This design comes from an exercise in tuning for small area, a short achievable clock period and few clock cycles per item on the open sky130 flow, not from production work. Function was checked by simulation only, so behaviour that the tests miss may differ from the original. Power is estimated from default activity; no workload was simulated.

`flow/flow/run.sh`:
```
#!/bin/bash
# Standard layout, repair aiming at a 3.5 ns period, plain buffers on the ports.
set -o pipefail
bash standard.sh SETUP_SLACK_MARGIN=5.5 "BUFFER_PORTS_ARGS=-buffer_cell sky130_fd_sc_hd__buf_2" finish > standard.log 2>&1
```
`flow/standard.sh`:
```
#!/bin/bash
# synth_recipe.tcl (not shown) runs the flow's synth.tcl, then flattens the netlist and writes it again
# the make line also repeats each setting of config.mk as NAME=value (left out here)
make -C /OpenROAD-flow-scripts/flow DESIGN_CONFIG=/design/flow/config.mk WORK_HOME=/design/flow/orfs CLKGATE_MAP_FILE= SYNTH_SCRIPT=/design/flow/synth_recipe.tcl "${@:-finish}"
```
`flow/config.mk`:
```
export PLATFORM = sky130hd
export DESIGN_NAME = add_up
export DESIGN_NICKNAME = add_up
export VERILOG_FILES = /design/flow/design.v
export SDC_FILE = /design/flow/constraint.sdc
export NUM_CORES = 8
export LEC_CHECK = 0
export ABC_CLOCK_PERIOD_IN_PS = 3500
export CAP_MARGIN = 50
export CORE_MARGIN = 2
export CORE_UTILIZATION = 40
export SETUP_SLACK_MARGIN = 5
export SLEW_MARGIN = 50
```
`flow/constraint.sdc`:
```
create_clock -name core_clock -period 9.0 [get_ports {clk}]
set_input_delay 1.8000 -clock core_clock [delete_from_list [all_inputs] [get_ports {clk}]]
set_output_delay 1.8000 -clock core_clock [all_outputs]
set_load 0.01 [all_outputs]
```
`flow/design.v`:
```
module tab0_0(input [3:0] a, output [13:0] c);
  localparam [15:0] Tc0 = 16'h0116;
  assign c[0] = Tc0[a];
  localparam [15:0] Tc1 = 16'h0116;
  assign c[1] = Tc1[a];
  localparam [15:0] Tc2 = 16'h6880;
  assign c[2] = Tc2[a];
  localparam [15:0] Tc3 = 16'h7ee8;
  assign c[3] = Tc3[a];
  localparam [15:0] Tc4 = 16'he996;
  assign c[4] = Tc4[a];
  localparam [15:0] Tc5 = 16'h7ee8;
  assign c[5] = Tc5[a];
  localparam [15:0] Tc6 = 16'he996;
  assign c[6] = Tc6[a];
  localparam [15:0] Tc7 = 16'h177e;
  assign c[7] = Tc7[a];
  localparam [15:0] Tc8 = 16'h9668;
  assign c[8] = Tc8[a];
  localparam [15:0] Tc9 = 16'h8116;
  assign c[9] = Tc9[a];
  localparam [15:0] Tc10 = 16'h1668;
  assign c[10] = Tc10[a];
  localparam [15:0] Tc11 = 16'he880;
  assign c[11] = Tc11[a];
  localparam [15:0] Tc12 = 16'h0000;
  assign c[12] = Tc12[a];
  localparam [15:0] Tc13 = 16'h0000;
  assign c[13] = Tc13[a];
endmodule
module tab0_1(input [3:0] a, output [13:0] c);
  localparam [15:0] Tc0 = 16'h381c;
  assign c[0] = Tc0[a];
  localparam [15:0] Tc1 = 16'h65ba;
  assign c[1] = Tc1[a];
  localparam [15:0] Tc2 = 16'h20ba;
  assign c[2] = Tc2[a];
  localparam [15:0] Tc3 = 16'h1c86;
  assign c[3] = Tc3[a];
  localparam [15:0] Tc4 = 16'h5924;
  assign c[4] = Tc4[a];
  localparam [15:0] Tc5 = 16'h5d04;
  assign c[5] = Tc5[a];
  localparam [15:0] Tc6 = 16'h08ae;
  assign c[6] = Tc6[a];
  localparam [15:0] Tc7 = 16'h6138;
  assign c[7] = Tc7[a];
  localparam [15:0] Tc8 = 16'h7130;
  assign c[8] = Tc8[a];
  localparam [15:0] Tc9 = 16'h4d0c;
  assign c[9] = Tc9[a];
  localparam [15:0] Tc10 = 16'h18a6;
  assign c[10] = Tc10[a];
  localparam [15:0] Tc11 = 16'h08ae;
  assign c[11] = Tc11[a];
  localparam [15:0] Tc12 = 16'h08ae;
  assign c[12] = Tc12[a];
  localparam [15:0] Tc13 = 16'h08ae;
  assign c[13] = Tc13[a];
endmodule
module tab0_2(input [3:0] a, output [13:0] c);
  localparam [15:0] Tc0 = 16'h6996;
  assign c[0] = Tc0[a];
  localparam [15:0] Tc1 = 16'h2902;
  assign c[1] = Tc1[a];
  localparam [15:0] Tc2 = 16'h4094;
  assign c[2] = Tc2[a];
  localparam [15:0] Tc3 = 16'h42d4;
  assign c[3] = Tc3[a];
  localparam [15:0] Tc4 = 16'h2942;
  assign c[4] = Tc4[a];
  localparam [15:0] Tc5 = 16'h4294;
  assign c[5] = Tc5[a];
  localparam [15:0] Tc6 = 16'h2942;
  assign c[6] = Tc6[a];
  localparam [15:0] Tc7 = 16'h2b02;
  assign c[7] = Tc7[a];
  localparam [15:0] Tc8 = 16'h4294;
  assign c[8] = Tc8[a];
  localparam [15:0] Tc9 = 16'h2942;
  assign c[9] = Tc9[a];
  localparam [15:0] Tc10 = 16'h4294;
  assign c[10] = Tc10[a];
  localparam [15:0] Tc11 = 16'h40d4;
  assign c[11] = Tc11[a];
  localparam [15:0] Tc12 = 16'h40d4;
  assign c[12] = Tc12[a];
  localparam [15:0] Tc13 = 16'h40d4;
  assign c[13] = Tc13[a];
endmodule
module tab0_3(input [3:0] a, output [13:0] c);
  localparam [15:0] Tc0 = 16'h45a2;
  assign c[0] = Tc0[a];
  localparam [15:0] Tc1 = 16'h793c;
  assign c[1] = Tc1[a];
  localparam [15:0] Tc2 = 16'h7130;
  assign c[2] = Tc2[a];
  localparam [15:0] Tc3 = 16'h249a;
  assign c[3] = Tc3[a];
  localparam [15:0] Tc4 = 16'h1c86;
  assign c[4] = Tc4[a];
  localparam [15:0] Tc5 = 16'h0c8e;
  assign c[5] = Tc5[a];
  localparam [15:0] Tc6 = 16'h30b2;
  assign c[6] = Tc6[a];
  localparam [15:0] Tc7 = 16'h5924;
  assign c[7] = Tc7[a];
  localparam [15:0] Tc8 = 16'h5d04;
  assign c[8] = Tc8[a];
  localparam [15:0] Tc9 = 16'h08ae;
  assign c[9] = Tc9[a];
  localparam [15:0] Tc10 = 16'h3492;
  assign c[10] = Tc10[a];
  localparam [15:0] Tc11 = 16'h30b2;
  assign c[11] = Tc11[a];
  localparam [15:0] Tc12 = 16'h30b2;
  assign c[12] = Tc12[a];
  localparam [15:0] Tc13 = 16'h30b2;
  assign c[13] = Tc13[a];
endmodule
module tab2_0(input [3:0] a, output [13:0] c);
  localparam [15:0] Tc0 = 16'h3432;
  assign c[0] = Tc0[a];
  localparam [15:0] Tc1 = 16'h3032;
  assign c[1] = Tc1[a];
  localparam [15:0] Tc2 = 16'h3fc2;
  assign c[2] = Tc2[a];
  localparam [15:0] Tc3 = 16'h5964;
  assign c[3] = Tc3[a];
  localparam [15:0] Tc4 = 16'h52b4;
  assign c[4] = Tc4[a];
  localparam [15:0] Tc5 = 16'h5f04;
  assign c[5] = Tc5[a];
  localparam [15:0] Tc6 = 16'hc992;
  assign c[6] = Tc6[a];
  localparam [15:0] Tc7 = 16'h0b42;
  assign c[7] = Tc7[a];
  localparam [15:0] Tc8 = 16'h5158;
  assign c[8] = Tc8[a];
  localparam [15:0] Tc9 = 16'h9d9c;
  assign c[9] = Tc9[a];
  localparam [15:0] Tc10 = 16'h1ee0;
  assign c[10] = Tc10[a];
  localparam [15:0] Tc11 = 16'he000;
  assign c[11] = Tc11[a];
  localparam [15:0] Tc12 = 16'h0000;
  assign c[12] = Tc12[a];
  localparam [15:0] Tc13 = 16'h0000;
  assign c[13] = Tc13[a];
endmodule
module tab2_1(input [3:0] a, output [13:0] c);
  localparam [15:0] Tc0 = 16'h0ff0;
  assign c[0] = Tc0[a];
  localparam [15:0] Tc1 = 16'h0f00;
  assign c[1] = Tc1[a];
  localparam [15:0] Tc2 = 16'h3ccc;
  assign c[2] = Tc2[a];
  localparam [15:0] Tc3 = 16'h9a5a;
  assign c[3] = Tc3[a];
  localparam [15:0] Tc4 = 16'h239c;
  assign c[4] = Tc4[a];
  localparam [15:0] Tc5 = 16'hcc10;
  assign c[5] = Tc5[a];
  localparam [15:0] Tc6 = 16'ha54a;
  assign c[6] = Tc6[a];
  localparam [15:0] Tc7 = 16'h500a;
  assign c[7] = Tc7[a];
  localparam [15:0] Tc8 = 16'h0ffa;
  assign c[8] = Tc8[a];
  localparam [15:0] Tc9 = 16'h5550;
  assign c[9] = Tc9[a];
  localparam [15:0] Tc10 = 16'hcc36;
  assign c[10] = Tc10[a];
  localparam [15:0] Tc11 = 16'hccfe;
  assign c[11] = Tc11[a];
  localparam [15:0] Tc12 = 16'hccfe;
  assign c[12] = Tc12[a];
  localparam [15:0] Tc13 = 16'hccfe;
  assign c[13] = Tc13[a];
endmodule
module tab2_2(input [3:0] a, output [13:0] c);
  localparam [15:0] Tc0 = 16'h6666;
  assign c[0] = Tc0[a];
  localparam [15:0] Tc1 = 16'heeee;
  assign c[1] = Tc1[a];
  localparam [15:0] Tc2 = 16'hb4b4;
  assign c[2] = Tc2[a];
  localparam [15:0] Tc3 = 16'h37c8;
  assign c[3] = Tc3[a];
  localparam [15:0] Tc4 = 16'h6d5a;
  assign c[4] = Tc4[a];
  localparam [15:0] Tc5 = 16'h85a0;
  assign c[5] = Tc5[a];
  localparam [15:0] Tc6 = 16'h9c66;
  assign c[6] = Tc6[a];
  localparam [15:0] Tc7 = 16'h2644;
  assign c[7] = Tc7[a];
  localparam [15:0] Tc8 = 16'h6222;
  assign c[8] = Tc8[a];
  localparam [15:0] Tc9 = 16'hdd22;
  assign c[9] = Tc9[a];
  localparam [15:0] Tc10 = 16'h5a78;
  assign c[10] = Tc10[a];
  localparam [15:0] Tc11 = 16'h5070;
  assign c[11] = Tc11[a];
  localparam [15:0] Tc12 = 16'h5070;
  assign c[12] = Tc12[a];
  localparam [15:0] Tc13 = 16'h5070;
  assign c[13] = Tc13[a];
endmodule
module tab2_3(input [3:0] a, output [13:0] c);
  localparam [15:0] Tc0 = 16'h33cc;
  assign c[0] = Tc0[a];
  localparam [15:0] Tc1 = 16'hffcc;
  assign c[1] = Tc1[a];
  localparam [15:0] Tc2 = 16'h99aa;
  assign c[2] = Tc2[a];
  localparam [15:0] Tc3 = 16'h1ef0;
  assign c[3] = Tc3[a];
  localparam [15:0] Tc4 = 16'h8666;
  assign c[4] = Tc4[a];
  localparam [15:0] Tc5 = 16'he888;
  assign c[5] = Tc5[a];
  localparam [15:0] Tc6 = 16'hc33c;
  assign c[6] = Tc6[a];
  localparam [15:0] Tc7 = 16'hf330;
  assign c[7] = Tc7[a];
  localparam [15:0] Tc8 = 16'hc0fc;
  assign c[8] = Tc8[a];
  localparam [15:0] Tc9 = 16'h300c;
  assign c[9] = Tc9[a];
  localparam [15:0] Tc10 = 16'h969a;
  assign c[10] = Tc10[a];
  localparam [15:0] Tc11 = 16'hb2ba;
  assign c[11] = Tc11[a];
  localparam [15:0] Tc12 = 16'hb2ba;
  assign c[12] = Tc12[a];
  localparam [15:0] Tc13 = 16'hb2ba;
  assign c[13] = Tc13[a];
endmodule
module tab1_0(input [7:0] a, output [13:0] h, output [13:0] l);
  localparam [15:0] Th0 = 16'h6996;
  assign h[0] = Th0[a[7:4]];
  localparam [15:0] Th1 = 16'h177e;
  assign h[1] = Th1[a[7:4]];
  localparam [15:0] Th2 = 16'hf00e;
  assign h[2] = Th2[a[7:4]];
  localparam [15:0] Th3 = 16'h9968;
  assign h[3] = Th3[a[7:4]];
  localparam [15:0] Th4 = 16'h4bda;
  assign h[4] = Th4[a[7:4]];
  localparam [15:0] Th5 = 16'ha1a0;
  assign h[5] = Th5[a[7:4]];
  localparam [15:0] Th6 = 16'hf1f0;
  assign h[6] = Th6[a[7:4]];
  localparam [15:0] Th7 = 16'h3d3c;
  assign h[7] = Th7[a[7:4]];
  localparam [15:0] Th8 = 16'h5756;
  assign h[8] = Th8[a[7:4]];
  localparam [15:0] Th9 = 16'hfffe;
  assign h[9] = Th9[a[7:4]];
  localparam [15:0] Th10 = 16'h9668;
  assign h[10] = Th10[a[7:4]];
  localparam [15:0] Th11 = 16'he880;
  assign h[11] = Th11[a[7:4]];
  localparam [15:0] Th12 = 16'h0000;
  assign h[12] = Th12[a[7:4]];
  localparam [15:0] Th13 = 16'h0000;
  assign h[13] = Th13[a[7:4]];
  localparam [15:0] Tl0 = 16'h33cc;
  assign l[0] = Tl0[a[3:0]];
  localparam [15:0] Tl1 = 16'h3cf0;
  assign l[1] = Tl1[a[3:0]];
  localparam [15:0] Tl2 = 16'h6aaa;
  assign l[2] = Tl2[a[3:0]];
  localparam [15:0] Tl3 = 16'hb3cc;
  assign l[3] = Tl3[a[3:0]];
  localparam [15:0] Tl4 = 16'hcc00;
  assign l[4] = Tl4[a[3:0]];
  localparam [15:0] Tl5 = 16'h9696;
  assign l[5] = Tl5[a[3:0]];
  localparam [15:0] Tl6 = 16'hb2b2;
  assign l[6] = Tl6[a[3:0]];
  localparam [15:0] Tl7 = 16'he718;
  assign l[7] = Tl7[a[3:0]];
  localparam [15:0] Tl8 = 16'hc4dc;
  assign l[8] = Tl8[a[3:0]];
  localparam [15:0] Tl9 = 16'h07e0;
  assign l[9] = Tl9[a[3:0]];
  localparam [15:0] Tl10 = 16'hf800;
  assign l[10] = Tl10[a[3:0]];
  localparam [15:0] Tl11 = 16'h0000;
  assign l[11] = Tl11[a[3:0]];
  localparam [15:0] Tl12 = 16'h0000;
  assign l[12] = Tl12[a[3:0]];
  localparam [15:0] Tl13 = 16'h0000;
  assign l[13] = Tl13[a[3:0]];
endmodule
module tab1_1(input [7:0] a, output [13:0] h, output [13:0] l);
  localparam [15:0] Th0 = 16'h9966;
  assign h[0] = Th0[a[7:4]];
  localparam [15:0] Th1 = 16'h1188;
  assign h[1] = Th1[a[7:4]];
  localparam [15:0] Th2 = 16'h4b5a;
  assign h[2] = Th2[a[7:4]];
  localparam [15:0] Th3 = 16'h38c6;
  assign h[3] = Th3[a[7:4]];
  localparam [15:0] Th4 = 16'h6ea8;
  assign h[4] = Th4[a[7:4]];
  localparam [15:0] Th5 = 16'h1696;
  assign h[5] = Th5[a[7:4]];
  localparam [15:0] Th6 = 16'h54d4;
  assign h[6] = Th6[a[7:4]];
  localparam [15:0] Th7 = 16'h5b24;
  assign h[7] = Th7[a[7:4]];
  localparam [15:0] Th8 = 16'h93c8;
  assign h[8] = Th8[a[7:4]];
  localparam [15:0] Th9 = 16'h1300;
  assign h[9] = Th9[a[7:4]];
  localparam [15:0] Th10 = 16'h8a66;
  assign h[10] = Th10[a[7:4]];
  localparam [15:0] Th11 = 16'h8aee;
  assign h[11] = Th11[a[7:4]];
  localparam [15:0] Th12 = 16'h8aee;
  assign h[12] = Th12[a[7:4]];
  localparam [15:0] Th13 = 16'h8aee;
  assign h[13] = Th13[a[7:4]];
  localparam [15:0] Tl0 = 16'hc33c;
  assign l[0] = Tl0[a[3:0]];
  localparam [15:0] Tl1 = 16'h65a6;
  assign l[1] = Tl1[a[3:0]];
  localparam [15:0] Tl2 = 16'h89c8;
  assign l[2] = Tl2[a[3:0]];
  localparam [15:0] Tl3 = 16'hc23c;
  assign l[3] = Tl3[a[3:0]];
  localparam [15:0] Tl4 = 16'hcf0c;
  assign l[4] = Tl4[a[3:0]];
  localparam [15:0] Tl5 = 16'h9aa6;
  assign l[5] = Tl5[a[3:0]];
  localparam [15:0] Tl6 = 16'h75ae;
  assign l[6] = Tl6[a[3:0]];
  localparam [15:0] Tl7 = 16'h0f5e;
  assign l[7] = Tl7[a[3:0]];
  localparam [15:0] Tl8 = 16'hf00e;
  assign l[8] = Tl8[a[3:0]];
  localparam [15:0] Tl9 = 16'ha554;
  assign l[9] = Tl9[a[3:0]];
  localparam [15:0] Tl10 = 16'hc968;
  assign l[10] = Tl10[a[3:0]];
  localparam [15:0] Tl11 = 16'h0180;
  assign l[11] = Tl11[a[3:0]];
  localparam [15:0] Tl12 = 16'h0100;
  assign l[12] = Tl12[a[3:0]];
  localparam [15:0] Tl13 = 16'h0100;
  assign l[13] = Tl13[a[3:0]];
endmodule
module tab1_2(input [7:0] a, output [13:0] h, output [13:0] l);
  localparam [15:0] Th0 = 16'h6996;
  assign h[0] = Th0[a[7:4]];
  localparam [15:0] Th1 = 16'h188e;
  assign h[1] = Th1[a[7:4]];
  localparam [15:0] Th2 = 16'ha224;
  assign h[2] = Th2[a[7:4]];
  localparam [15:0] Th3 = 16'h6992;
  assign h[3] = Th3[a[7:4]];
  localparam [15:0] Th4 = 16'he87e;
  assign h[4] = Th4[a[7:4]];
  localparam [15:0] Th5 = 16'h2432;
  assign h[5] = Th5[a[7:4]];
  localparam [15:0] Th6 = 16'hecfe;
  assign h[6] = Th6[a[7:4]];
  localparam [15:0] Th7 = 16'he30e;
  assign h[7] = Th7[a[7:4]];
  localparam [15:0] Th8 = 16'hdcc2;
  assign h[8] = Th8[a[7:4]];
  localparam [15:0] Th9 = 16'h33ce;
  assign h[9] = Th9[a[7:4]];
  localparam [15:0] Th10 = 16'h5a94;
  assign h[10] = Th10[a[7:4]];
  localparam [15:0] Th11 = 16'h50d4;
  assign h[11] = Th11[a[7:4]];
  localparam [15:0] Th12 = 16'h50d4;
  assign h[12] = Th12[a[7:4]];
  localparam [15:0] Th13 = 16'h50d4;
  assign h[13] = Th13[a[7:4]];
  localparam [15:0] Tl0 = 16'h5a5a;
  assign l[0] = Tl0[a[3:0]];
  localparam [15:0] Tl1 = 16'hc6c6;
  assign l[1] = Tl1[a[3:0]];
  localparam [15:0] Tl2 = 16'h0df2;
  assign l[2] = Tl2[a[3:0]];
  localparam [15:0] Tl3 = 16'h5558;
  assign l[3] = Tl3[a[3:0]];
  localparam [15:0] Tl4 = 16'h0f0a;
  assign l[4] = Tl4[a[3:0]];
  localparam [15:0] Tl5 = 16'h669c;
  assign l[5] = Tl5[a[3:0]];
  localparam [15:0] Tl6 = 16'hb42c;
  assign l[6] = Tl6[a[3:0]];
  localparam [15:0] Tl7 = 16'hfb0c;
  assign l[7] = Tl7[a[3:0]];
  localparam [15:0] Tl8 = 16'h55a6;
  assign l[8] = Tl8[a[3:0]];
  localparam [15:0] Tl9 = 16'h3362;
  assign l[9] = Tl9[a[3:0]];
  localparam [15:0] Tl10 = 16'h6978;
  assign l[10] = Tl10[a[3:0]];
  localparam [15:0] Tl11 = 16'h7170;
  assign l[11] = Tl11[a[3:0]];
  localparam [15:0] Tl12 = 16'h7170;
  assign l[12] = Tl12[a[3:0]];
  localparam [15:0] Tl13 = 16'h7170;
  assign l[13] = Tl13[a[3:0]];
endmodule
module tab1_3(input [7:0] a, output [13:0] h, output [13:0] l);
  localparam [15:0] Th0 = 16'h6996;
  assign h[0] = Th0[a[7:4]];
  localparam [15:0] Th1 = 16'hb224;
  assign h[1] = Th1[a[7:4]];
  localparam [15:0] Th2 = 16'hccc8;
  assign h[2] = Th2[a[7:4]];
  localparam [15:0] Th3 = 16'h6996;
  assign h[3] = Th3[a[7:4]];
  localparam [15:0] Th4 = 16'h188e;
  assign h[4] = Th4[a[7:4]];
  localparam [15:0] Th5 = 16'h077e;
  assign h[5] = Th5[a[7:4]];
  localparam [15:0] Th6 = 16'h00fe;
  assign h[6] = Th6[a[7:4]];
  localparam [15:0] Th7 = 16'haa54;
  assign h[7] = Th7[a[7:4]];
  localparam [15:0] Th8 = 16'h0fa4;
  assign h[8] = Th8[a[7:4]];
  localparam [15:0] Th9 = 16'hf004;
  assign h[9] = Th9[a[7:4]];
  localparam [15:0] Th10 = 16'h9692;
  assign h[10] = Th10[a[7:4]];
  localparam [15:0] Th11 = 16'hb2b2;
  assign h[11] = Th11[a[7:4]];
  localparam [15:0] Th12 = 16'hb2b2;
  assign h[12] = Th12[a[7:4]];
  localparam [15:0] Th13 = 16'hb2b2;
  assign h[13] = Th13[a[7:4]];
  localparam [15:0] Tl0 = 16'h6666;
  assign l[0] = Tl0[a[3:0]];
  localparam [15:0] Tl1 = 16'h11ee;
  assign l[1] = Tl1[a[3:0]];
  localparam [15:0] Tl2 = 16'h5ab4;
  assign l[2] = Tl2[a[3:0]];
  localparam [15:0] Tl3 = 16'h6cc8;
  assign l[3] = Tl3[a[3:0]];
  localparam [15:0] Tl4 = 16'he666;
  assign l[4] = Tl4[a[3:0]];
  localparam [15:0] Tl5 = 16'h4bb4;
  assign l[5] = Tl5[a[3:0]];
  localparam [15:0] Tl6 = 16'h155e;
  assign l[6] = Tl6[a[3:0]];
  localparam [15:0] Tl7 = 16'hc3c2;
  assign l[7] = Tl7[a[3:0]];
  localparam [15:0] Tl8 = 16'hcfce;
  assign l[8] = Tl8[a[3:0]];
  localparam [15:0] Tl9 = 16'hfc02;
  assign l[9] = Tl9[a[3:0]];
  localparam [15:0] Tl10 = 16'h6664;
  assign l[10] = Tl10[a[3:0]];
  localparam [15:0] Tl11 = 16'h4444;
  assign l[11] = Tl11[a[3:0]];
  localparam [15:0] Tl12 = 16'h4444;
  assign l[12] = Tl12[a[3:0]];
  localparam [15:0] Tl13 = 16'h4444;
  assign l[13] = Tl13[a[3:0]];
endmodule
module kfix1(input [3:0] sel, output [12:0] v);
  assign v = ({13{sel[0]}} & 13'd2971) | ({13{sel[1]}} & 13'd7105) | ({13{sel[2]}} & 13'd7529) | ({13{sel[3]}} & 13'd7657);
endmodule
module tab3_0(input [7:0] a, output [13:0] h, output [13:0] l);
  localparam [15:0] Th0 = 16'h0ff0;
  assign h[0] = Th0[a[7:4]];
  localparam [15:0] Th1 = 16'ha5aa;
  assign h[1] = Th1[a[7:4]];
  localparam [15:0] Th2 = 16'h9c66;
  assign h[2] = Th2[a[7:4]];
  localparam [15:0] Th3 = 16'hb0d2;
  assign h[3] = Th3[a[7:4]];
  localparam [15:0] Th4 = 16'hbf02;
  assign h[4] = Th4[a[7:4]];
  localparam [15:0] Th5 = 16'h2664;
  assign h[5] = Th5[a[7:4]];
  localparam [15:0] Th6 = 16'hfb44;
  assign h[6] = Th6[a[7:4]];
  localparam [15:0] Th7 = 16'hc378;
  assign h[7] = Th7[a[7:4]];
  localparam [15:0] Th8 = 16'h0380;
  assign h[8] = Th8[a[7:4]];
  localparam [15:0] Th9 = 16'h595a;
  assign h[9] = Th9[a[7:4]];
  localparam [15:0] Th10 = 16'hf40a;
  assign h[10] = Th10[a[7:4]];
  localparam [15:0] Th11 = 16'h000a;
  assign h[11] = Th11[a[7:4]];
  localparam [15:0] Th12 = 16'h000a;
  assign h[12] = Th12[a[7:4]];
  localparam [15:0] Th13 = 16'h000a;
  assign h[13] = Th13[a[7:4]];
  localparam [15:0] Tl0 = 16'h6996;
  assign l[0] = Tl0[a[3:0]];
  localparam [15:0] Tl1 = 16'hd442;
  assign l[1] = Tl1[a[3:0]];
  localparam [15:0] Tl2 = 16'hf0f2;
  assign l[2] = Tl2[a[3:0]];
  localparam [15:0] Tl3 = 16'h9964;
  assign l[3] = Tl3[a[3:0]];
  localparam [15:0] Tl4 = 16'hbb22;
  assign l[4] = Tl4[a[3:0]];
  localparam [15:0] Tl5 = 16'hdd44;
  assign l[5] = Tl5[a[3:0]];
  localparam [15:0] Tl6 = 16'h77ee;
  assign l[6] = Tl6[a[3:0]];
  localparam [15:0] Tl7 = 16'h00ee;
  assign l[7] = Tl7[a[3:0]];
  localparam [15:0] Tl8 = 16'h6688;
  assign l[8] = Tl8[a[3:0]];
  localparam [15:0] Tl9 = 16'h22aa;
  assign l[9] = Tl9[a[3:0]];
  localparam [15:0] Tl10 = 16'he196;
  assign l[10] = Tl10[a[3:0]];
  localparam [15:0] Tl11 = 16'h1f7e;
  assign l[11] = Tl11[a[3:0]];
  localparam [15:0] Tl12 = 16'hfffe;
  assign l[12] = Tl12[a[3:0]];
  localparam [15:0] Tl13 = 16'hfffe;
  assign l[13] = Tl13[a[3:0]];
endmodule
module tab3_1(input [7:0] a, output [13:0] h, output [13:0] l);
  localparam [15:0] Th0 = 16'h33cc;
  assign h[0] = Th0[a[7:4]];
  localparam [15:0] Th1 = 16'hc3f0;
  assign h[1] = Th1[a[7:4]];
  localparam [15:0] Th2 = 16'h9596;
  assign h[2] = Th2[a[7:4]];
  localparam [15:0] Th3 = 16'h2ad4;
  assign h[3] = Th3[a[7:4]];
  localparam [15:0] Th4 = 16'h3318;
  assign h[4] = Th4[a[7:4]];
  localparam [15:0] Th5 = 16'h5a86;
  assign h[5] = Th5[a[7:4]];
  localparam [15:0] Th6 = 16'hc642;
  assign h[6] = Th6[a[7:4]];
  localparam [15:0] Th7 = 16'ha8a8;
  assign h[7] = Th7[a[7:4]];
  localparam [15:0] Th8 = 16'hff00;
  assign h[8] = Th8[a[7:4]];
  localparam [15:0] Th9 = 16'h0ff0;
  assign h[9] = Th9[a[7:4]];
  localparam [15:0] Th10 = 16'hcc3c;
  assign h[10] = Th10[a[7:4]];
  localparam [15:0] Th11 = 16'hccfc;
  assign h[11] = Th11[a[7:4]];
  localparam [15:0] Th12 = 16'hccfc;
  assign h[12] = Th12[a[7:4]];
  localparam [15:0] Th13 = 16'hccfc;
  assign h[13] = Th13[a[7:4]];
  localparam [15:0] Tl0 = 16'h6996;
  assign l[0] = Tl0[a[3:0]];
  localparam [15:0] Tl1 = 16'h2b42;
  assign l[1] = Tl1[a[3:0]];
  localparam [15:0] Tl2 = 16'hd402;
  assign l[2] = Tl2[a[3:0]];
  localparam [15:0] Tl3 = 16'h6994;
  assign l[3] = Tl3[a[3:0]];
  localparam [15:0] Tl4 = 16'he78e;
  assign l[4] = Tl4[a[3:0]];
  localparam [15:0] Tl5 = 16'h1f7e;
  assign l[5] = Tl5[a[3:0]];
  localparam [15:0] Tl6 = 16'h0f0e;
  assign l[6] = Tl6[a[3:0]];
  localparam [15:0] Tl7 = 16'h6968;
  assign l[7] = Tl7[a[3:0]];
  localparam [15:0] Tl8 = 16'hdbda;
  assign l[8] = Tl8[a[3:0]];
  localparam [15:0] Tl9 = 16'ha1a0;
  assign l[9] = Tl9[a[3:0]];
  localparam [15:0] Tl10 = 16'h9866;
  assign l[10] = Tl10[a[3:0]];
  localparam [15:0] Tl11 = 16'h88ee;
  assign l[11] = Tl11[a[3:0]];
  localparam [15:0] Tl12 = 16'h88ee;
  assign l[12] = Tl12[a[3:0]];
  localparam [15:0] Tl13 = 16'h88ee;
  assign l[13] = Tl13[a[3:0]];
endmodule
module tab3_2(input [7:0] a, output [13:0] h, output [13:0] l);
  localparam [15:0] Th0 = 16'h9696;
  assign h[0] = Th0[a[7:4]];
  localparam [15:0] Th1 = 16'h17e8;
  assign h[1] = Th1[a[7:4]];
  localparam [15:0] Th2 = 16'h18f0;
  assign h[2] = Th2[a[7:4]];
  localparam [15:0] Th3 = 16'h8666;
  assign h[3] = Th3[a[7:4]];
  localparam [15:0] Th4 = 16'he888;
  assign h[4] = Th4[a[7:4]];
  localparam [15:0] Th5 = 16'h55aa;
  assign h[5] = Th5[a[7:4]];
  localparam [15:0] Th6 = 16'h5500;
  assign h[6] = Th6[a[7:4]];
  localparam [15:0] Th7 = 16'h99cc;
  assign h[7] = Th7[a[7:4]];
  localparam [15:0] Th8 = 16'hbbaa;
  assign h[8] = Th8[a[7:4]];
  localparam [15:0] Th9 = 16'h22cc;
  assign h[9] = Th9[a[7:4]];
  localparam [15:0] Th10 = 16'h3cf0;
  assign h[10] = Th10[a[7:4]];
  localparam [15:0] Th11 = 16'h30f0;
  assign h[11] = Th11[a[7:4]];
  localparam [15:0] Th12 = 16'h30f0;
  assign h[12] = Th12[a[7:4]];
  localparam [15:0] Th13 = 16'h30f0;
  assign h[13] = Th13[a[7:4]];
  localparam [15:0] Tl0 = 16'ha55a;
  assign l[0] = Tl0[a[3:0]];
  localparam [15:0] Tl1 = 16'h0a50;
  assign l[1] = Tl1[a[3:0]];
  localparam [15:0] Tl2 = 16'h339c;
  assign l[2] = Tl2[a[3:0]];
  localparam [15:0] Tl3 = 16'h694a;
  assign l[3] = Tl3[a[3:0]];
  localparam [15:0] Tl4 = 16'h24fa;
  assign l[4] = Tl4[a[3:0]];
  localparam [15:0] Tl5 = 16'he3c6;
  assign l[5] = Tl5[a[3:0]];
  localparam [15:0] Tl6 = 16'h10ce;
  assign l[6] = Tl6[a[3:0]];
  localparam [15:0] Tl7 = 16'h66a8;
  assign l[7] = Tl7[a[3:0]];
  localparam [15:0] Tl8 = 16'h78f0;
  assign l[8] = Tl8[a[3:0]];
  localparam [15:0] Tl9 = 16'h70f0;
  assign l[9] = Tl9[a[3:0]];
  localparam [15:0] Tl10 = 16'hd5aa;
  assign l[10] = Tl10[a[3:0]];
  localparam [15:0] Tl11 = 16'hffaa;
  assign l[11] = Tl11[a[3:0]];
  localparam [15:0] Tl12 = 16'hffaa;
  assign l[12] = Tl12[a[3:0]];
  localparam [15:0] Tl13 = 16'hffaa;
  assign l[13] = Tl13[a[3:0]];
endmodule
module tab3_3(input [7:0] a, output [13:0] h, output [13:0] l);
  localparam [15:0] Th0 = 16'h5a5a;
  assign h[0] = Th0[a[7:4]];
  localparam [15:0] Th1 = 16'h3636;
  assign h[1] = Th1[a[7:4]];
  localparam [15:0] Th2 = 16'hcd32;
  assign h[2] = Th2[a[7:4]];
  localparam [15:0] Th3 = 16'h5a68;
  assign h[3] = Th3[a[7:4]];
  localparam [15:0] Th4 = 16'hfada;
  assign h[4] = Th4[a[7:4]];
  localparam [15:0] Th5 = 16'h39c6;
  assign h[5] = Th5[a[7:4]];
  localparam [15:0] Th6 = 16'h073e;
  assign h[6] = Th6[a[7:4]];
  localparam [15:0] Th7 = 16'haa54;
  assign h[7] = Th7[a[7:4]];
  localparam [15:0] Th8 = 16'h5a0e;
  assign h[8] = Th8[a[7:4]];
  localparam [15:0] Th9 = 16'h9c98;
  assign h[9] = Th9[a[7:4]];
  localparam [15:0] Th10 = 16'hbaba;
  assign h[10] = Th10[a[7:4]];
  localparam [15:0] Th11 = 16'hbaba;
  assign h[11] = Th11[a[7:4]];
  localparam [15:0] Th12 = 16'hbaba;
  assign h[12] = Th12[a[7:4]];
  localparam [15:0] Th13 = 16'hbaba;
  assign h[13] = Th13[a[7:4]];
  localparam [15:0] Tl0 = 16'h6996;
  assign l[0] = Tl0[a[3:0]];
  localparam [15:0] Tl1 = 16'h4d24;
  assign l[1] = Tl1[a[3:0]];
  localparam [15:0] Tl2 = 16'h2b62;
  assign l[2] = Tl2[a[3:0]];
  localparam [15:0] Tl3 = 16'h8e78;
  assign l[3] = Tl3[a[3:0]];
  localparam [15:0] Tl4 = 16'h33bc;
  assign l[4] = Tl4[a[3:0]];
  localparam [15:0] Tl5 = 16'hcc30;
  assign l[5] = Tl5[a[3:0]];
  localparam [15:0] Tl6 = 16'hccfc;
  assign l[6] = Tl6[a[3:0]];
  localparam [15:0] Tl7 = 16'h3c0c;
  assign l[7] = Tl7[a[3:0]];
  localparam [15:0] Tl8 = 16'hf30c;
  assign l[8] = Tl8[a[3:0]];
  localparam [15:0] Tl9 = 16'hff0c;
  assign l[9] = Tl9[a[3:0]];
  localparam [15:0] Tl10 = 16'h969a;
  assign l[10] = Tl10[a[3:0]];
  localparam [15:0] Tl11 = 16'hb2ba;
  assign l[11] = Tl11[a[3:0]];
  localparam [15:0] Tl12 = 16'hb2ba;
  assign l[12] = Tl12[a[3:0]];
  localparam [15:0] Tl13 = 16'hb2ba;
  assign l[13] = Tl13[a[3:0]];
endmodule
module kfix3(input [3:0] sel, output [12:0] v);
  assign v = ({13{sel[0]}} & 13'd1763) | ({13{sel[1]}} & 13'd805) | ({13{sel[2]}} & 13'd581) | ({13{sel[3]}} & 13'd515);
endmodule
`timescale 1ns / 1ps
module add_up(
    input [14:0] in,
    output [17:0] out1,output [17:0] out2,
    output [17:0] out4,output [17:0] out3,
    input clk,
    input rst,
    input in_valid,
    output in_ready,
    output out_valid
    );
assign in_ready = 1'b1;
reg  [3:0]  cnt;         
reg         dir;         
reg         pact;        
reg  [3:0]  pj;          
wire        take  = in_valid & ~rst;
wire        shift = take | (pact & (cnt == 4'd0));    
wire        pv    = shift & pact;                     
always @(posedge clk) begin
    if (rst) begin
        cnt <= 4'd0; pj <= 4'd0; dir <= 1'b0; pact <= 1'b0;
    end else begin
        if (pv) begin
            pj <= pj + 4'd1;
            if (pj == 4'd15) pact <= 1'b0;
        end
        if (take) begin
            cnt <= cnt + 4'd1;
            if (cnt == 4'd15) begin
                dir <= ~dir; pact <= 1'b1; pj <= 4'd0;
            end
        end
    end
end
wire [15:0] p;           
dct_array ua(.clk(clk), .shift(shift), .dir(dir), .smp(in), .p(p));
wire [3:0] x0b, x2b;     
wire [7:0] db;           
dct_serial us(.clk(clk), .pv(pv), .first(pj == 4'd0), .p(p), .x0b(x0b), .x2b(x2b), .db(db));
wire [3:0] a0 = {x0b[0], x0b[1], x0b[2], x0b[3]};      
wire [3:0] a2 = {x2b[0], x2b[1], x2b[2], x2b[3]};
wire [7:0] a1 = {db[0], db[1], db[2], db[3], db[4], db[5], db[6], db[7]};
reg  [7:0] XO [0:3];     
reg  [7:0] XE [0:3];     
reg  [3:0] V;            
reg  [3:0] J [0:3];      
integer i;
always @(posedge clk) begin
    XO[0] <= (pj == 4'd15) ? ~a1 : a1; XE[0] <= {a0, a2}; J[0] <= pj;
    for (i = 1; i < 4; i = i + 1) begin XO[i] <= XO[i - 1]; XE[i] <= XE[i - 1]; J[i] <= J[i - 1]; end
    if (rst) V <= 4'd0;
    else     V <= {V[2:0], pv};
end
wire [12:0] res [0:15];  
reg  [3:0]  fin;         
genvar k;
generate
    for (k = 0; k < 4; k = k + 1) begin : grp
        wire [13:0] c0w, c2w, h1, l1, h3, l3;
        reg         first, ns, last;
        wire [14:0] mask;
        wire [3:0]  jp = (k == 0) ? pj : J[(k == 0) ? 0 : k - 1];
        if (k == 0) begin : t0
            tab0_0 u0(XE[0][7:4], c0w); tab1_0 u1(XO[0], h1, l1);
            tab2_0 u2(XE[0][3:0], c2w); tab3_0 u3(XO[0], h3, l3);
        end else if (k == 1) begin : t1
            tab0_1 u0(XE[1][7:4], c0w); tab1_1 u1(XO[1], h1, l1);
            tab2_1 u2(XE[1][3:0], c2w); tab3_1 u3(XO[1], h3, l3);
        end else if (k == 2) begin : t2
            tab0_2 u0(XE[2][7:4], c0w); tab1_2 u1(XO[2], h1, l1);
            tab2_2 u2(XE[2][3:0], c2w); tab3_2 u3(XO[2], h3, l3);
        end else begin : t3
            tab0_3 u0(XE[3][7:4], c0w); tab1_3 u1(XO[3], h1, l1);
            tab2_3 u2(XE[3][3:0], c2w); tab3_3 u3(XO[3], h3, l3);
        end
        genvar b;
        for (b = 0; b < 13; b = b + 1) begin : mk
            assign mask[b] = (J[k] >= 15 - b);
        end
        assign mask[13] = 1'b1;
        assign mask[14] = (J[k] != 4'd0);
        always @(posedge clk) begin
            first <= (jp == 4'd0);
            ns    <= (jp == 4'd1) | (jp == 4'd2);
            last  <= (jp == 4'd15);
            if (rst) fin[k] <= 1'b0;
            else     fin[k] <= V[k] & last;
        end
        dct_acc_e r0(.clk(clk), .v(V[k]), .first(first), .ns(ns), .last(last), .mask(mask), .c(c0w), .res(res[4 * k + 0]));
        dct_acc_o r1(.clk(clk), .v(V[k]), .first(first), .ns(ns), .mask(mask), .h(h1), .l(l1), .res(res[4 * k + 1]));
        dct_acc_e r2(.clk(clk), .v(V[k]), .first(first), .ns(ns), .last(last), .mask(mask), .c(c2w), .res(res[4 * k + 2]));
        dct_acc_o r3(.clk(clk), .v(V[k]), .first(first), .ns(ns), .mask(mask), .h(h3), .l(l3), .res(res[4 * k + 3]));
    end
endgenerate
wire [12:0] kf1, kf3;
kfix1 uk1(fin, kf1);
kfix3 uk3(fin, kf3);
wire [12:0] r0 = ({13{fin[0]}} & res[0])  | ({13{fin[1]}} & res[4])  | ({13{fin[2]}} & res[8])  | ({13{fin[3]}} & res[12]);
wire [12:0] r1 = ({13{fin[0]}} & res[1])  | ({13{fin[1]}} & res[5])  | ({13{fin[2]}} & res[9])  | ({13{fin[3]}} & res[13]);
wire [12:0] r2 = ({13{fin[0]}} & res[2])  | ({13{fin[1]}} & res[6])  | ({13{fin[2]}} & res[10]) | ({13{fin[3]}} & res[14]);
wire [12:0] r3 = ({13{fin[0]}} & res[3])  | ({13{fin[1]}} & res[7])  | ({13{fin[2]}} & res[11]) | ({13{fin[3]}} & res[15]);
reg [12:0] o1, o2, o3, o4;
reg        ov;
always @(posedge clk) begin
    if (rst) ov <= 1'b0;
    else     ov <= |fin;
    o1 <= r0;
    o2 <= r1 + kf1;
    o3 <= r2;
    o4 <= r3 + kf3;
end
assign out_valid = ov;
assign out1 = {o1, 5'd0};
assign out2 = {o2, 5'd0};
assign out3 = {o3, 5'd0};
assign out4 = {o4, 5'd0};
endmodule
module dct_array(
    input clk, input shift, input dir, input [14:0] smp,
    output [15:0] p
    );
reg  [15:0] M [0:15];
wire [15:0] inb;
genvar r, c;
generate
    for (c = 0; c < 16; c = c + 1) begin : ib
        if (c == 0) begin : z
            assign inb[c] = 1'b0;
        end else begin : b
            assign inb[c] = smp[15 - c];
        end
    end
    for (r = 0; r < 16; r = r + 1) begin : row
        for (c = 0; c < 16; c = c + 1) begin : col
            localparam P = (r + c) % 2;
            wire dn = (r == 0) ? inb[c] ^ P : ~M[(r == 0) ? 0 : r - 1][c];
            wire rt = (c == 0) ? inb[r] ^ P : ~M[r][(c == 0) ? 0 : c - 1];
            always @(posedge clk)
                if (shift) M[r][c] <= dir ? rt : dn;
        end
    end
    for (c = 0; c < 16; c = c + 1) begin : pl
        localparam P = c % 2;            
        assign p[c] = (dir ? M[15 - c][15] : M[15][15 - c]) ^ P;
    end
endgenerate
endmodule
module dct_serial(
    input clk, input pv, input first, input [15:0] p,
    output [3:0] x0b, output [3:0] x2b, output [7:0] db
    );
reg  [7:0] cs, cd;
reg  [3:0] c0, c2;
wire [7:0] sb;
wire [7:0] cs_in = first ? 8'h00 : cs;
wire [7:0] cd_in = first ? 8'hff : cd;
wire [3:0] c0_in = first ? 4'h0 : c0;
wire [3:0] c2_in = first ? 4'hf : c2;
wire [7:0] ncs, ncd;
wire [3:0] nc0, nc2;
genvar m;
generate
    for (m = 0; m < 8; m = m + 1) begin : sa
        wire a = p[m], b = p[15 - m];
        assign sb[m]  = a ^ b ^ cs_in[m];
        assign ncs[m] = (a & b) | (a & cs_in[m]) | (b & cs_in[m]);
        assign db[m]  = a ^ ~b ^ cd_in[m];
        assign ncd[m] = (a & ~b) | (a & cd_in[m]) | (~b & cd_in[m]);
    end
    for (m = 0; m < 4; m = m + 1) begin : sb2
        wire a = sb[m], b = sb[7 - m];
        assign x0b[m] = a ^ b ^ c0_in[m];
        assign nc0[m] = (a & b) | (a & c0_in[m]) | (b & c0_in[m]);
        assign x2b[m] = a ^ ~b ^ c2_in[m];
        assign nc2[m] = (a & ~b) | (a & c2_in[m]) | (~b & c2_in[m]);
    end
endgenerate
always @(posedge clk)
    if (pv) begin
        cs <= ncs; cd <= ncd; c0 <= nc0; c2 <= nc2;
    end
endmodule
module dct_base(input [14:0] R, input ns, output [14:0] base);
assign base = {ns & R[14], ns ? R[13] : R[14], ~ns & R[13], R[12:1]};
endmodule
module dct_acc_e(
    input clk, input v, input first, input ns, input last, input [14:0] mask,
    input [13:0] c, output [12:0] res
    );
reg  [14:0] R;
wire [14:0] base, sum;
dct_base bs(R, ns, base);
wire [14:0] op = {1'b0, ~c[13], c[12:0] ^ {13{last}}};
dct_add15 ad(.a(base), .b(op), .s(sum));
always @(posedge clk)
    if (v) R <= {sum[14] & mask[14], first ? ~c[13] : sum[13], sum[12:0] & mask[12:0]};
assign res = R[12:0];
endmodule
module dct_acc_o(
    input clk, input v, input first, input ns, input [14:0] mask,
    input [13:0] h, input [13:0] l, output [12:0] res
    );
reg  [14:0] R;
wire [14:0] bs0, sum;
dct_base bs(R, ns, bs0);
wire [14:0] base = first ? 15'd0 : bs0;
wire [14:0] hx   = {1'b0, ~h[13], h[12:0]};
wire [14:0] lx   = {l[13], l};
wire [14:0] s1   = base ^ hx ^ lx;
wire [14:0] c1   = (base & hx) | (base & lx) | (hx & lx);
dct_add15 ad(.a(s1), .b({c1[13:0], 1'b0}), .s(sum));
always @(posedge clk)
    if (v) R <= sum & mask;
assign res = R[12:0];
endmodule
module dct_add15(input [14:0] a, input [14:0] b, output [14:0] s);
reg [14:0] g, pp;
wire [14:0] p = a ^ b;
integer i, d;
always @(*) begin
    g  = a & b;
    pp = p;
    for (d = 1; d < 15; d = d * 2)
        for (i = 2 * d - 1; i < 15; i = i + 2 * d) begin
            g[i]  = g[i] | (pp[i] & g[i - d]);
            pp[i] = pp[i] & pp[i - d];
        end
    for (d = 4; d >= 1; d = d / 2)
        for (i = 3 * d - 1; i < 15; i = i + 2 * d) begin
            g[i]  = g[i] | (pp[i] & g[i - d]);
            pp[i] = pp[i] & pp[i - d];
        end
end
assign s = p ^ {g[13:0], 1'b0};
endmodule
```
==> results.yml, run 1 <==
timing:
  slew_violations: 0
  rsz0062_at_grt: "yes"
  fin_worst_skew_ns: 0.0491
  setup_viol: 0
  layout_setup_ws_ns: 5.24
  final-hold-violation-count: 0
  slew_headroom_pct: 50.1
  whs_ns: 0.356
  fin_crit_ns: 3.76
  timing.fmax_mhz: 266
  tns_ns: 0
  tightest_slew_ns: 0.748
  fin_crit_sh_pct: 41.8
floorplanning:
  start_util_pct: 40.5
  rows: 123
  io_pins: 92
  fp.coreArea_um2: 113000
  dieArea_um2: 117000
  die_height_um: 342
  die_w_um: 342
clock_tree:
  cts_hold_buf: 0
  cts_tree: "yes"
  cts.clk_slew.worst_paths_ns: 0.07
  clock_sinks: 682
  cts_buffer_depth: 3
  htree_levels: 3
  insertion_delay_ns: 0.67
  cts_root_buf: "clkbuf_16"
  cts_buffers: 81
yosys:
  postSynthCellCount: 4175
  ys_ff_latch: 682
  yosysWarnings: 13
  async_reset_ff_share_pct: 0
  synth_edf_count: 519
  syn_area_per_cell_um2: 10.9
  ys_seq_area_share_pct: 41.3
  ys.flop_type: "edfxtp_1"
  synth.distinct_cells: 72
  mappedNetlistArea_um2: 45700
placement:
  placed_area_um2: 48000
  place_ws_ns: 4.63
  portBuffers: 70
  hpwl_mm: 85.9
  place.gp.congestion: 0.912
final_layout:
  final_layout_size_suffix_gt1_share_pct: 21.2
  final_common_cell: "edfxtp_1"
  synthToLayoutAreaGrowth_pct: 19.8
  post-route-util_pct: 48.5
  nets: 5023
  diodes: 0
  fillers: 10100
  final_cell_mix: "edfxtp_1, nor2_1, mux2i_1"
  design_area_um2: 54700
global_routing:
  grt_overflow_total: 0
  grt.total_usage_pct: 20.0
  grt_pass1_vias: 31200
  grt_antenna_before_repair: 4
  grt_start_max_net_pins: 95
  grt_pass1_wl_mm: 181
routing:
  wire_per_inst_um: 19.9
  route.detailed.drc: 0
  first_iter_violations: 2349
  vias_per_cell: 5.29
  num_vias: 31600
  drt-total-wl_mm: 118
  drtAntennaViolNets: 0
  firstDrtPassIters: 5
setup_path:
  cp-start-kind: "flop"
  cp_max_fo: 7
  required_ns: 9.51
  end_kind: "flop"
  worstSetupPathType: "reg -> reg"
  worstPathArrival_ns: 4.27
hold_path:
  hp-class: "reg -> reg"
pwr:
  leakagePower_nw: 21.0
  ir_drop_uv: 143
  power_density_nw_per_um2: 186
outcome:
  status: "no timing/DRC/antenna violations"
flow_run:
  drv_cap: 0
-- area by class of cell --
| class | instances | area, um^2 | share of cell area, % |
|---|---|---|---|
| Tap cell | 1500 | 1880 | 3.43 |
| Clock buffer | 106 | 2260 | 4.14 |
| Inverter | 358 | 1490 | 2.72 |
| Timing Repair Buffer | 308 | 2490 | 4.55 |
| Clock inverter | 45 | 571 | 1.04 |
| Multi-Input combinational cell | 2966 | 26900 | 49.3 |
| Sequential cell | 682 | 19100 | 34.9 |
-- registers in the layout, summed over array words and instances (netlist names), 8 cells and up --
name / cells
J: 16
XE: 32
XO: 32
grp.r0.R: 60
grp.r1.R: 60
grp.r2.R: 60
grp.r3.R: 60
o1: 13
o2: 13
o3: 13
o4: 13
ua.M: 255
us.cd: 8
us.cs: 8
-- layer usage --
layer	up-vias	track usage [%]	routed length (um)	share of wire, %
met4	2	6.15	3510	3.0
met3	188	2.40	5520	4.7
met2	790	33.5	57600	49
met5	-	0	11	0.0093
li1	15000	-	-	-
met1	15600	27.0	51700	44
-- path summary, 6_finish.rpt --
kind                            startpoint              end  slack (ns)  cells past startpoint
worst max register to register    XO[1][5]  grp[1].r3.R[12]        5.24                     14
worst min register to register     J[1][0]          J[2][0]        0.36                      0
worst min-delay path               J[1][0]          J[2][0]        0.36                      0
worst max-delay path              XO[1][5]  grp[1].r3.R[12]        5.24                     14
-- Yosys cell counts, types with 22 or more instances --
library cell / n / area (um^2)
a211oi_1: 53 / 398
a21o_1: 41 / 308
a21oi_1: 192 / 961
a22oi_1: 99 / 743
and2_1: 61 / 382
and3_1: 30 / 188
buf_2: 36 / 180
clkbuf_1: 111 / 417
dfxtp_1: 163 / 3260
edfxtp_1: 519 / 15600
fa_1: 238 / 4760
ha_1: 370 / 4630
inv_1: 352 / 1320
mux2_2: 28 / 315
mux2i_1: 307 / 3070
nand2_1: 256 / 961
nand2b_1: 92 / 576
nand3_1: 27 / 135
nor2_1: 331 / 1240
nor2b_1: 96 / 601
nor3_1: 27 / 135
o211ai_1: 36 / 270
o21ai_0: 172 / 861
or2_2: 22 / 138
xnor2_1: 158 / 1380
xor2_1: 126 / 1100
-- through the flow --
step | cells | power (mW)
floorplan | 4194 | 5.61
global placement | 5610 | 6.13
detailed placement | 5617 | 6.17
CTS | 5879 | 9.93
global route | 5965 | 10.8
finish | 5965 | 10.2
-- cell families after synthesis --
| family | share of synthesized area [%] |
|---|---|
| compound gates | 10.3 |
| flops | 41.3 |
| xor+xnor | 5.45 |
| simple gates | 10.2 |
| mux | 7.47 |
| buf+inv | 4.76 |
| fa+ha+maj | 20.6 |
| other cells | 0.0164 |
-- power by group --
group	total, mW	internal, mW	switching [mW]
Clock	3.42	2.01	1.42
Sequential	3.58	3.46	0.118
Combinational	3.19	1.49	1.70
-- repair_timing --
item / in CTS / in global routing
setup buffers: 110 / 86
pin swaps: 112 / 168
endpoints found under the setup margin: 129 / 183
cloned: 1 / 0
gates resized for setup: 302 / 290
-- worst max-delay path: stages, from the launching register on --
cell and delay (ns):
dfxtp_4 0.42, inv_6 0.06, ha_4 0.24, or2_4 0.26, a21oi_2 0.14, a21oi_2 0.06, fa_1 0.60, ha_4 0.22
a211oi_2 0.21, o21ai_2 0.12, o31ai_4 0.37, nor2_2 0.10, a311oi_2 0.28, fa_1 0.45, nor2_1 0.09
Testbench counts, summed over its fixed seeds: cycles 5,296, blocks 320.
==> inputs of run 2 (changes only) <==
==> flow/flow/run.sh (replaced) <==
#!/bin/bash
# Standard layout, repair of the worst paths aiming at a 3 ns period, plain buffers on the ports.
set -o pipefail
bash standard.sh SETUP_SLACK_MARGIN=6 TNS_END_PERCENT=5 "BUFFER_PORTS_ARGS=-buffer_cell sky130_fd_sc_hd__buf_2" finish > standard.log 2>&1
==> run 2 against run 1 <==
Still clean on timing, DRC and antenna. Clock power decreased by 4%. Via count is 0.88% lower. Synthesized cell count is the same. Sequential power about the same.
==> results.yml, run 2 <==
setup_path:
  rrSetupSlack_ns: 5.18
  cp_max_fo: 5
  end_kind: "flop"
  required_ns: 9.38
  crit_path_max_incr_delay_ns: 0.47
  worstPathArrival_ns: 4.19
  timing.rr.end: "grp[0].r3.R[11]"
  worstPathCellList: "buf_4 > buf_4 > ha_1 > mux2i_1 > fa_1 > inv_1 > ha_1 > a211oi_2 > o211a_1 > or2_2 > nor2_2 > a211oi_2 > fa_1 > xor2_1 > nor2_1"
  cpMaxStageDelayCell: "fa_1"
  timing.rr.start: "XO[0][4]"
  cp-start-kind: "flop"
  worstSetupPathType: "reg -> reg"
  rr_worst_depth: 15
final_layout:
  final_common_cell: "edfxtp_1"
  final_layout_size_suffix_gt1_share_pct: 18.7
  nets: 4985
  synthToLayoutAreaGrowth_pct: 17.1
  largest_reg_flops: 255
  top_register: "ua.M"
  final_cell_mix: "edfxtp_1, nor2_1, ha_1"
placement:
  hpwl_mm: 85.5
  place.gp.congestion: 0.889
  portBuffers: 70
yosys:
  postSynthCellCount: 4175
  yosys.area.top_type: "edfxtp_1"
  ys_ff_latch: 682
  yosysTopAreaCellShare_pct: 34.1
  synth.distinct_cells: 72
  async_reset_ff_share_pct: 0
  ys_top_cells_by_count: "edfxtp_1, ha_1, inv_1"
  yosys.cell_count.top_type: "edfxtp_1"
  mappedNetlistArea_um2: 45700
  ys.flop_type: "edfxtp_1"
  synthTopCellsByArea: "edfxtp_1, fa_1, ha_1"
  ys_seq_area_share_pct: 41.3
  syn_area_per_cell_um2: 10.9
  synth_edf_count: 519
  yosysWarnings: 13
pwr:
  p_total_mw: 9.89
  power_frac_comb_pct: 30.5
  power_density_nw_per_um2: 185
  p_sw_mw: 3.20
  ir_drop_uv: 132
  p_int_mw: 6.69
  swShare_pct: 32.4
  leakagePower_nw: 20.6
  seq_power_share_pct: 36.2
  clkPwrFrac_pct: 33.3
clock_tree:
  cts.clk_slew.worst_paths_ns: 0.07
  insertion_delay_ns: 0.69
  cts_root_buf: "clkbuf_16"
  htree_levels: 3
  cts_tree: "yes"
  clock_sinks: 682
  cts_buffer_depth: 3
  cts_buffers: 81
timing:
  final-hold-violation-count: 0
  slew_violations: 0
  rsz0062_at_grt: "yes"
  fin_crit_sh_pct: 42.4
  timing.fmax_mhz: 262
  setup_viol: 0
  fin_worst_skew_ns: 0.0555
  tightest_slew_ns: 0.703
  slew_headroom_pct: 53.1
  tns_ns: 0
  whs_ns: 0.345
  fin_crit_ns: 3.82
global_routing:
  grt_pass1_vias: 30300
  grt_antenna_before_repair: 1
  grt_start_max_net_pins: 89
  grt_pass1_wl_mm: 179
  grt_overflow_total: 0
  grt.total_usage_pct: 19.7
routing:
  vias_per_cell: 5.27
  drt-total-wl_mm: 117
  route.detailed.drc: 0
  wire_per_inst_um: 19.7
  firstDrtPassIters: 5
  num_vias: 31300
  drtAntennaViolNets: 0
  first_iter_violations: 2203
hold_path:
  hp-class: "reg -> reg"
  min_path_cells: 0
  hold_end: "J[2][0]"
  worstHoldStart: "J[1][0]"
floorplanning:
  rows: 123
  start_util_pct: 40.5
  fp.coreArea_um2: 113000
  die_w_um: 342
  die_height_um: 342
  io_pins: 92
  dieArea_um2: 117000
outcome:
  status: "no timing/DRC/antenna violations"
flow_run:
  drv_cap: 0
==> run 2: layout make-up <==
type,count,area (um^2)
diodes,2,5.00
clock buffers,98,2180
multi-input cells,2966,26400
clock inverters,54,532
flip-flops and latches,682,19100
fillers,10200,59300
well taps,1500,1880
inverters,358,1450
repair buffers,270,2040
==> run 2: per-layer routing <==
metal	wire [um]	up-vias	GRT usage, %
met5	0	-	0
met4	3390	0	5.84
met3	6350	158	2.68
met2	55600	741	32.3
met1	51700	15500	27.3
li1	-	14900	-
==> run 2: worst max-delay path, delay by kind of cell (launching register included) <==
family	cells	cell delay, ns
buffers and inverters	3	0.39
AO/OA/AOI/OAI	3	0.44
XOR/XNOR	1	0.14
AND/OR/NAND/NOR	3	0.52
multiplexers	1	0.29
flip-flops	1	0.36
adder cells (fa/ha/maj)	4	1.37
==> run 2: metrics by stage <==
stage,area (um^2),worst slack [ns],cells,util [%]
floorplan,45800,1.42,4194,-
global placement,47500,4.19,5611,42.1
detailed placement,47700,4.17,5615,42.3
CTS,51800,5.20,5834,45.9
global route,53500,5.05,5928,47.4
finish,53500,5.18,5930,47.4
==> run 2: cell families (layout without fill, tap and decap cells) <==
family                   after synthesis  after routing  synth area share [%]
multiplexers                         336            336                  7.47
AND/OR/NAND/NOR                      981            981                  10.2
XOR/XNOR                             284            284                  5.45
adder cells (fa/ha/maj)              608            608                  20.6
AO/OA/AOI/OAI                        736            736                  10.3
other                                  2             23                0.0164
flip-flops                           682            682                  41.3
buffers and inverters                546            780                  4.76
==> run 2: worst max path at each step <==
stage,from,cells past startpoint,end
after floorplan,cnt[1],9,pj[3]
after global placement,XO[1][6],14,grp[1].r3.R[12]
after CTS,XO[3][0],12,grp[3].r1.R[10]
final,XO[0][4],15,grp[0].r3.R[11]
after global routing,XO[0][0],16,grp[0].r3.R[11]
after detailed placement,XO[1][5],14,grp[1].r3.R[12]
==> run 2: repair_timing <==
item | in CTS | in global routing
hold buffers | 0 | 0
buffers inserted | 67 | 93
resized for setup | 236 | 242
endpoints found under the setup margin | 303 | 308
pin swaps | 77 | 128
==> run 2: power groups by stage <==
stage / logic (mW) / registers (mW) / clock network [mW]
6_report: 3.01 / 3.58 / 3.30
4_1_cts: 2.69 / 3.58 / 3.38
2_1_floorplan: 1.99 / 3.58 / 0
5_1_grt: 3.39 / 3.60 / 3.50
3_5_place_dp: 2.46 / 3.65 / 0
3_3_place_gp: 2.42 / 3.65 / 0

-- what the ideal ports hide --
In the flow no input, the clock included, has a driving cell. The finished layouts below were timed again as built, in two steps. Step 1 sets driving cells, clkbuf_16 on the clock port and buf_2 on the other inputs (assumed; they add their load-dependent delay and slew). Step 2 times the ports against the registers' clock, not the clock port: input delays grow and output delays shrink by t, the midpoint of the rising clock arrivals with the driver on. a / b / c = no drivers / after step 1 / after step 2; a / b = the first two.
run | t (ns) | setup slack, ns | hold WS [ns] | worst data-port slew with drivers (ns)
run 1 | 0.726 | 5.237 / 5.237 / 5.035 | 0.356 / 0.356 / 0.356 | 0.06
run 2 | 0.725 | 5.182 / 5.182 / 5.078 | 0.345 / 0.345 / 0.345 | 0.07
After both steps every run listed still meets setup and hold. The setup slack of run 1, which loses most, moves by 0.000 ns with the drivers and by -0.202 ns with both steps.
